Source: an optimization exercise on an open RTL-to-GDS flow (aim: small area, a short achievable clock period and few clock cycles). Production flows keep margins and buffers that such runs may drop. Only simulation tests tie the RTL to the original design; equivalence was not proved. Power figures rest on the tool's default switching activity, not on a simulated workload.

==> flow/design.v (excerpt) <==
module gift_shop_part1(
    input clk,
    input rst,
    input [31:0] data_in,
    input valid_in,
    output ready,
    output reg finished,
    output [63:0] result
);
clock: 10.0 ns
lec_check: 0
cap_margin: 20
core_margin: 2
core_utilization: 40
cts_buf_list: sky130_fd_sc_hd__clkbuf_8 sky130_fd_sc_hd__clkbuf_16
cts_cluster_diameter: 80
cts_cluster_size: 20
place_density: 0.6
setup_slack_margin: 5
slew_margin: 20
standard.sh (not shown) runs the stock make flow with config.mk's settings and CLKGATE_MAP_FILE= SYNTH_SCRIPT=/design/flow/synth_recipe.tcl, a recipe that flattens the netlist after the stock synthesis.
==> flow/flow/run.sh <==
#!/bin/bash
set -euo pipefail
R=orfs/results/sky130hd/gift_shop_part1/base
KNOBS=(BUFFER_PORTS_ARGS="-buffer_cell sky130_fd_sc_hd__buf_1" SETUP_SLACK_MARGIN=5.7)
bash standard.sh "${KNOBS[@]}" synth > standard_synth.log 2>&1
cp $R/1_2_yosys.v $R/1_2_yosys.orig.v
python3 flow/polar.py $R/1_2_yosys.orig.v $R/1_2_yosys.v > polar.log 2>&1
rm -f $R/1_synth.odb
bash standard.sh "${KNOBS[@]}" finish > standard_make.log 2>&1
Other scripts of this flow, unchanged in this note and not shown: flow/flow/polar.py
Testbench counts at the start, summed over its fixed seeds: cycles 6,976.
Then changed:
--- a/flow/design.v
+++ b/flow/design.v
@@ -49,15 +49,15 @@
             3'd1: hfac = 17'd11;
             3'd2: hfac = 17'd101;
             3'd3: hfac = 17'd1001;
             3'd4: hfac = 17'd10001;
             default: hfac = 17'd100001;
         endcase
     endfunction
-    wire [39:0] ecand = {data_in[7:0], rb};
+    wire [39:0] ecand = {data_in[7:0], ra};
     wire [39:0] scand = {data_in[15:0], rb[31:8]};
     reg  [9:0]  nz;
     reg  [3:0]  ndc;
     integer i;
     always @* begin
         for (i = 0; i < 10; i = i + 1)
             nz[i] = (wc == 2'd1) ? (ecand[4*i +: 4] != 4'd0) : (scand[4*i +: 4] != 4'd0);
@@ -69,23 +69,23 @@
     wire [3:0] sd [0:9];
     genvar g;
     generate
         for (g = 0; g < 8; g = g + 1) begin : g_e
             assign ed[g] = ra[4*g +: 4];
         end
         for (g = 0; g < 6; g = g + 1) begin : g_s
-            assign sd[g] = ra[8 + 4*g +: 4];
+            assign sd[g] = rb[8 + 4*g +: 4];
         end
     endgenerate
     assign ed[8] = rb[3:0];
     assign ed[9] = rb[7:4];
     assign sd[6] = rb[3:0];
     assign sd[7] = rb[7:4];
-    assign sd[8] = rb[11:8];
-    assign sd[9] = rb[15:12];
+    assign sd[8] = ra[27:24];
+    assign sd[9] = ra[31:28];
     integer j, k;
     reg [5:1] sele, sels;
     reg [4:1] nsel;
     always @* begin
         for (j = 1; j <= 5; j = j + 1) begin
             sele[j] = eph && !altp && ke == j;
             sels[j] = sph && !altp && ke == j;
@@ -165,19 +165,23 @@
         else if (accw) fresh <= 1'b0;
         eph <= valid_in && wc == 2'd1;
         e2 <= eph;
         altp <= valid_in && (wc == 2'd1 ? alte : wc == 2'd2 ? alts : 1'b0);
         zp <= (ke == 3'd0) || (ndc > k2);
         if (fresh) rcnt <= 6'd0;
         else if (s2p3) rcnt <= rcnt + 6'd1;
-        if (valid_in) begin
-            ra <= rb;
+        if (valid_in && wc == 2'd0) ra <= data_in;
+        if (valid_in && wc == 2'd1) begin
             rb <= data_in;
+            ke <= ndc[3:1];
+        end
+        if (valid_in && wc == 2'd2) begin
+            rb[7:0] <= data_in[7:0];
+            ra[31:24] <= data_in[15:8];
         end
-        if (valid_in && wc == 2'd1) ke <= ndc[3:1];
         if (load1) begin
             xr <= v_s;
             yr <= u_s;
         end else if (load2) begin
             xr <= sum2[17:1];
             yr <= {1'b0, hfac(ka)};
         end else begin
The changed run ran to the end with no violations.
Clock-buffer cell count rose by 2.
Sequential power drops by a few percent.
Synthesized cell count went up slightly.
Routed wire length went up by a few percent.
Die area climbs slightly.
Sequential share of layout area falls by 0.48 points.
Maximum frequency stays flat.
Design area rises slightly.
Synthesized area grows slightly.
Clock power increases by a few percent.
Non-clock buffer count goes up by 22.
Sequential cell count stays the same.
Testbench counts after the change, summed over its fixed seeds: cycles 6,976.

## re-timing with driven ports
No port has a modelled driver above. Below, the same layouts with a new extraction and two added sets of constraints. Step 1: set_driving_cell puts a clkbuf_16 on clk and a buf_2 on each other input, an assumption about the parent block. Step 2 moves the port delays by t, midway between the first and last clock arrival at a register: inputs arrive t later, outputs are due t later. That takes back most of the time a late clock gives input paths. a / b / c = no drivers / after step 1 / after step 2; a / b = the first two.
| run | shift t [ns] | setup slack, ns | clock arrival spread, ns | cell pins on the clock port's net |
|---|---|---|---|---|
| the first run | 0.615 | 5.741 / 5.708 / 5.643 | 0.025 / 0.024 | 1 |
| the second run | 0.607 | 5.731 / 5.706 / 5.567 | 0.029 / 0.029 | 1 |
After both steps every run listed still meets setup and hold. The setup slack of the second run, which loses most, moves by -0.025 ns with the drivers and by -0.164 ns with both steps.
